Context: an optimization exercise on an open-source flow, tuned for small area and a short achievable clock period. The choices shown serve that exercise and are no tape-out recipe.
In this exercise RTL edits were held to simulation tests only and were not proved equivalent to the original.

### flow/run.sh
#!/bin/bash
# synth_recipe.tcl (not shown) runs the flow's synth.tcl, then flattens the netlist and writes it again
# the make line also repeats each setting of config.mk as NAME=value (left out here)
make -C /OpenROAD-flow-scripts/flow DESIGN_CONFIG=/design/flow/config.mk WORK_HOME=/design/flow/orfs CLKGATE_MAP_FILE= SYNTH_SCRIPT=/design/flow/synth_recipe.tcl finish
### flow/constraint.sdc
create_clock -name core_clock -period 8.0 [get_ports {clk}]
set_input_delay 1.6000 -clock core_clock [delete_from_list [all_inputs] [get_ports {clk}]]
set_output_delay 1.6000 -clock core_clock [all_outputs]
set_load 0.01 [all_outputs]
### flow/config.mk
export PLATFORM = sky130hd
export DESIGN_NAME = systolic_array
export DESIGN_NICKNAME = systolic_array
export VERILOG_FILES = /design/flow/design.v
export SDC_FILE = /design/flow/constraint.sdc
export NUM_CORES = 4
export LEC_CHECK = 0
export CAP_MARGIN = 20
export CORE_MARGIN = 2
export CORE_UTILIZATION = 40
export SLEW_MARGIN = 20
### flow/design.v
`timescale 1ns/1ps
module systolic_array (
    input wire clk,
    input wire reset,
    input wire [71:0] activation_stream,  
    input wire [31:0] weight_stream,      
    output reg [127:0] result             
);
    reg [7:0] activation [0:2][0:2]; 
    reg [7:0] weight [0:1][0:1];  
    reg [31:0] partial_sum [0:1][0:1]; 
    integer i, j;
    always @(posedge clk or posedge reset) begin
        if (reset) begin
            for (i = 0; i < 2; i = i + 1) begin
                for (j = 0; j < 2; j = j + 1) begin
                    partial_sum[i][j] <= 0;
                end
            end
        end else begin
            for (i = 0; i < 2; i = i + 1) begin
                for (j = 0; j < 2; j = j + 1) begin
                    partial_sum[i][j] <= 
                        (activation[i][j]   * weight[0][0]) +
                        (activation[i][j+1] * weight[0][1]) +
                        (activation[i+1][j] * weight[1][0]) +
                        (activation[i+1][j+1] * weight[1][1]);
                end
            end
        end
    end
    always @(posedge clk) begin
        if (!reset) begin
            activation[0][0] <= activation_stream[0*8 +: 8];
            activation[0][1] <= activation_stream[1*8 +: 8];
            activation[0][2] <= activation_stream[2*8 +: 8];
            activation[1][0] <= activation_stream[3*8 +: 8];
            activation[1][1] <= activation_stream[4*8 +: 8];
            activation[1][2] <= activation_stream[5*8 +: 8];
            activation[2][0] <= activation_stream[6*8 +: 8];
            activation[2][1] <= activation_stream[7*8 +: 8];
            activation[2][2] <= activation_stream[8*8 +: 8];
            weight[0][0] <= weight_stream[0*8 +: 8];
            weight[0][1] <= weight_stream[1*8 +: 8];
            weight[1][0] <= weight_stream[2*8 +: 8];
            weight[1][1] <= weight_stream[3*8 +: 8];
            result[0*32 +: 32] <= partial_sum[0][0];
            result[1*32 +: 32] <= partial_sum[0][1];
            result[2*32 +: 32] <= partial_sum[1][0];
            result[3*32 +: 32] <= partial_sum[1][1];
        end
    end
endmodule
==> impl.org <==
** Worst setup path
- The worst register-to-register path has a setup slack of 650 ps.
- The number of cells on the worst reg-to-reg path is 19.
- Endpoint of the lowest-slack register-to-register path :: partial_sum[3][14]
- Worst setup path startpoint :: weight[1][3]
- The startpoint identified for the worst register-to-register timing path is weight[1][3].
- Critical path arrival :: 7810 ps
- CP required :: 8450 ps
- The worst setup path is launched from a flip-flop.
- The worst setup path is of the reg2reg kind.
- The worst setup path is captured at a flip-flop.
- In this run the worst path has a maximum fanout of 16.

** Worst hold path
- The startpoint identified for the worst hold timing path is partial_sum[2][14].
- The path with the worst hold slack has its endpoint at result[78].
- Depth of the worst hold-timing path :: 0
- The tightest min-delay check is of the reg2reg type.

** Timing
- Worst rel slew slack :: 24.3%
- Between clock sinks in the finished design, the worst skew comes to 40.0 ps.
- Achievable frequency :: 136 MHz
- Summed negative setup slack over all endpoints :: 0 ps
- Number of pins with negative max-slew slack in the final report :: 0
- The worst path needs 7350 ps of the cycle, external delays included.
- Number of endpoints with negative hold slack in the final report :: 0
- Final setup vio count :: 0
- The worst path uses 91.9% of the clock period.
- Transition time at the pin with the least slew margin :: 1140 ps
- Final hold analysis gives a worst-case slack of 411 ps.
- Setup repair after global routing missed its margin :: no

** Drt
- Total routed wirelength :: 108 mm
- The detailed router finished its first iteration with 1,370 violations.
- Met3 wire len :: 5.33 mm
- The first TritonRoute pass finished after 5 iterations.
- In the final routed layout, each cell accounts on average for 17.8 µm.
- Sum of routed wire segments on met1 :: 47.5 mm
- Highest Signal Layer :: met4
- The count of nets left with antenna violations once routing finished came out at 0.
- # DRC :: 0
- The final route contains 28,470 vias.
- Using the TritonRoute via totals, the vias-per-cell ratio works out to 4.70.
- The routed design uses 52.4 mm of met2 wire.

** GRT
- Total grt overflow :: 0
- GRT Util Overall :: 19.8%
- The initial antenna violation count was 1.
- Largest net degree at the start of global routing :: 132
- Via count of the first global-routing pass :: 31,267
- First-pass GRT wire length :: 175 mm

** Finish
- Fill cells in the final layout number 10,729.
- The multi-input combinational cells in the finished layout cover a total of 32,100 µm².
- Leaving out fill and tap cells, the most frequent cell in the layout is sky130_fd_sc_hd__inv_1.
- Measured on the finished design, the core utilization comes to 44.5%.
- Most frequent cells in the layout :: sky130_fd_sc_hd__inv_1 (1,212), sky130_fd_sc_hd__fa_1 (900), sky130_fd_sc_hd__and2_1 (650)
- Cells with a size suffix above 1 make up 2.87% of the layout.
- The net count of the finished layout is 6,059.
- The sequential cells in the finished layout cover a total of 7310 µm².
- The area growth from synthesis to layout is 10.4%.

** Run
- Max Cap Viol :: 0

** Clock tree
- Counting along the longest clock path gives a buffer depth of 3.
- The cell sitting at the root of the clock tree is a sky130_fd_sc_hd__clkbuf_16.
- CTS clock-pin slew for the worst setup and hold paths :: 70 ps
- Post-cts sizing count :: 0
- Total clock buffers created by CTS :: 35
- Clock insertion delay at the later pin of the skew report :: 610 ps
- Counting every sink on the clock net gives 256.
- For this design, the CTS-stage hold fixing added 0 buffers.
- TritonCTS clock tree :: built
- H-tree depth reported by CTS :: 2
- After clock tree synthesis, the setup repair step added 0 buffers.

** Synthesis
- Measured against the total synthesized area, the mux share comes to 0.0224%.
- Mean instance size in the synthesized netlist :: 10.1 µm²
- Async set-reset flop share out of synthesis :: 29.7%
- Number of synthesis warnings :: 4
- Synth Area in XOR/XNOR :: 0.980%
- Fraction of post-synthesis cell area in the top cell type by area :: 40.3%
- Leading cell types by total area after synthesis :: sky130_fd_sc_hd__fa_1 (40%), sky130_fd_sc_hd__ha_1 (14%), sky130_fd_sc_hd__edfxtp_1 (12%), sky130_fd_sc_hd__inv_1 (10%), sky130_fd_sc_hd__and2_1 (9.1%)
- The number of different library cells used by synthesis comes to 56.
- Number of flops mapped to enable cells by yosys :: 180
- Post-synth top flop :: sky130_fd_sc_hd__edfxtp_1
- Cell taking the most area after synthesis :: sky130_fd_sc_hd__fa_1
- Post-synthesis compound-gate area fraction :: 2.10%
- After synthesis the cells add up to 44,700 µm².
- The share of the Yosys chip area taken by registers is 16.3%.
- After synthesis, the largest family of logic cells by area is adder cells.
- Syn Inst Count :: 4,408
- Synthesized-area fraction occupied by and/or/nand/nor cells :: 13.4%
- Post-synthesis adder-cell area fraction :: 54.8%
- Number of flip-flops and latches in the synthesized netlist :: 256

** Place
- The count of buffers added on input and output ports is 181.
- The congestion estimate from routability-driven global placement came to 0.839.
- Final HPWL from detailed placement :: 87.6 mm

** Die
- Floorplan row count :: 122
- Horizontal extent of the die :: 338 µm
- The die covers 114,000 µm².
- Area of the core :: 111,000 µm²
- IO Pins :: 234
- The initial utilization of the core area, before any placement, comes to 40.3%.
- Overall die height :: 338 µm

** Outcome
- The flow ran to the end and the layout has no timing, DRC or antenna violations.
==> cell type report <==
class / instances / area share, %
Multi-Input combinational cell: 2782 / 65.0
Inverter: 1213 / 9.23
Clock buffer: 48 / 1.96
Sequential cell: 256 / 14.8
Timing Repair Buffer: 247 / 4.88
Antenna cell: 4 / 0.0203
Tap cell: 1488 / 3.77
Clock inverter: 16 / 0.373
==> how the worst max path moves through the flow <==
| stage | to | slack (ps) |
|---|---|---|
| 6_report | partial_sum[3][14] | 650 |
| 5_1_grt | partial_sum[3][14] | 370 |
| 4_1_cts | partial_sum[0][18] | 710 |
| 3_5_place_dp | partial_sum[0][18] | 780 |
| 3_3_place_gp | partial_sum[3][14] | 800 |
| 2_1_floorplan | partial_sum[0][17] | 1690 |
==> cells in the mapped netlist (all sizes together), types with 2 or more instances <==
cell,number
inv,1213
fa,900
and2,650
ha,518
nand2,399
edfxtp,180
clkbuf,155
dfrtp,76
buf,53
a21oi,41
xnor2,31
nor2,28
o21ai,21
xor2,19
a21o,15
a31oi,12
o21a,10
nand3,9
nor2b,9
o211ai,8
and3,7
a211oi,6
nand4,6
nor3,4
o21bai,4
a21boi,3
a31o,3
nand2b,3
or3,3
a211o,2
a221oi,2
nand4b,2
o2111ai,2
==> cell families (layout without fill, tap and decap cells) <==
family / after synthesis / count (layout)
other cells: 1 / 56
buf+inv: 1421 / 1524
mux: 1 / 1
simple gates: 1125 / 1125
fa+ha+maj: 1418 / 1418
flops: 256 / 256
compound gates: 136 / 136
xor+xnor: 50 / 50
==> critical path, stage by stage, from the launching register on <==
cell and delay [ps]:
sky130_fd_sc_hd__edfxtp_1 1040, sky130_fd_sc_hd__buf_4 380, sky130_fd_sc_hd__and2_1 190, sky130_fd_sc_hd__fa_1 450, sky130_fd_sc_hd__fa_1 480, sky130_fd_sc_hd__fa_1 550
sky130_fd_sc_hd__fa_1 440, sky130_fd_sc_hd__fa_1 510, sky130_fd_sc_hd__fa_1 420, sky130_fd_sc_hd__fa_1 490, sky130_fd_sc_hd__inv_1 50, sky130_fd_sc_hd__fa_1 490
sky130_fd_sc_hd__inv_1 40, sky130_fd_sc_hd__ha_1 320, sky130_fd_sc_hd__nand2_1 80, sky130_fd_sc_hd__a211oi_1 460, sky130_fd_sc_hd__nor2_1 190, sky130_fd_sc_hd__o21ai_0 330
sky130_fd_sc_hd__a31oi_1 150, sky130_fd_sc_hd__xnor2_1 130
==> flip-flops by register name, indices dropped and copies added, names as in the netlist <==
name         flops
activation      72
partial_sum     76
result          76
weight          32
==> stage by stage <==
stage	area [µm²]	cells	setup WS, ps
detailed placement	48200	5985	779
global route	49300	6050	367
finish	49300	6054	647
global placement	48100	5984	797
floorplan	44900	4459	1690
CTS	49300	6049	705
==> per-layer routing <==
metal | GRT usage (%) | vias to the layer above
li1 | - | 12995
met1 | 27.4 | 14699
met2 | 33.0 | 665
met3 | 2.46 | 111
met4 | 4.70 | 0
met5 | 0 | -

## re-timing with driven ports
The flow's constraints put no driver on any port. The routed layout listed below was extracted and timed again, unchanged, in two steps. Step 1 assumes that a clkbuf_16 drives the clock port and a buf_2 every other input. Step 2 also shifts input and output timing later by t, the mid clock arrival at the registers, as if the neighbouring blocks saw the same clock. a / b / c = no drivers / after step 1 / after step 2; a / b = the first two.
shift t [ns]: 0.659
slack for setup (ns): 0.647 / 0.647 / 0.647
slew at the worst register clock pin (ns): 0.07 / 0.07
After both steps setup and hold are still met in this run. The setup slack of this run moves by 0.000 ns with the drivers and by 0.000 ns with both steps.
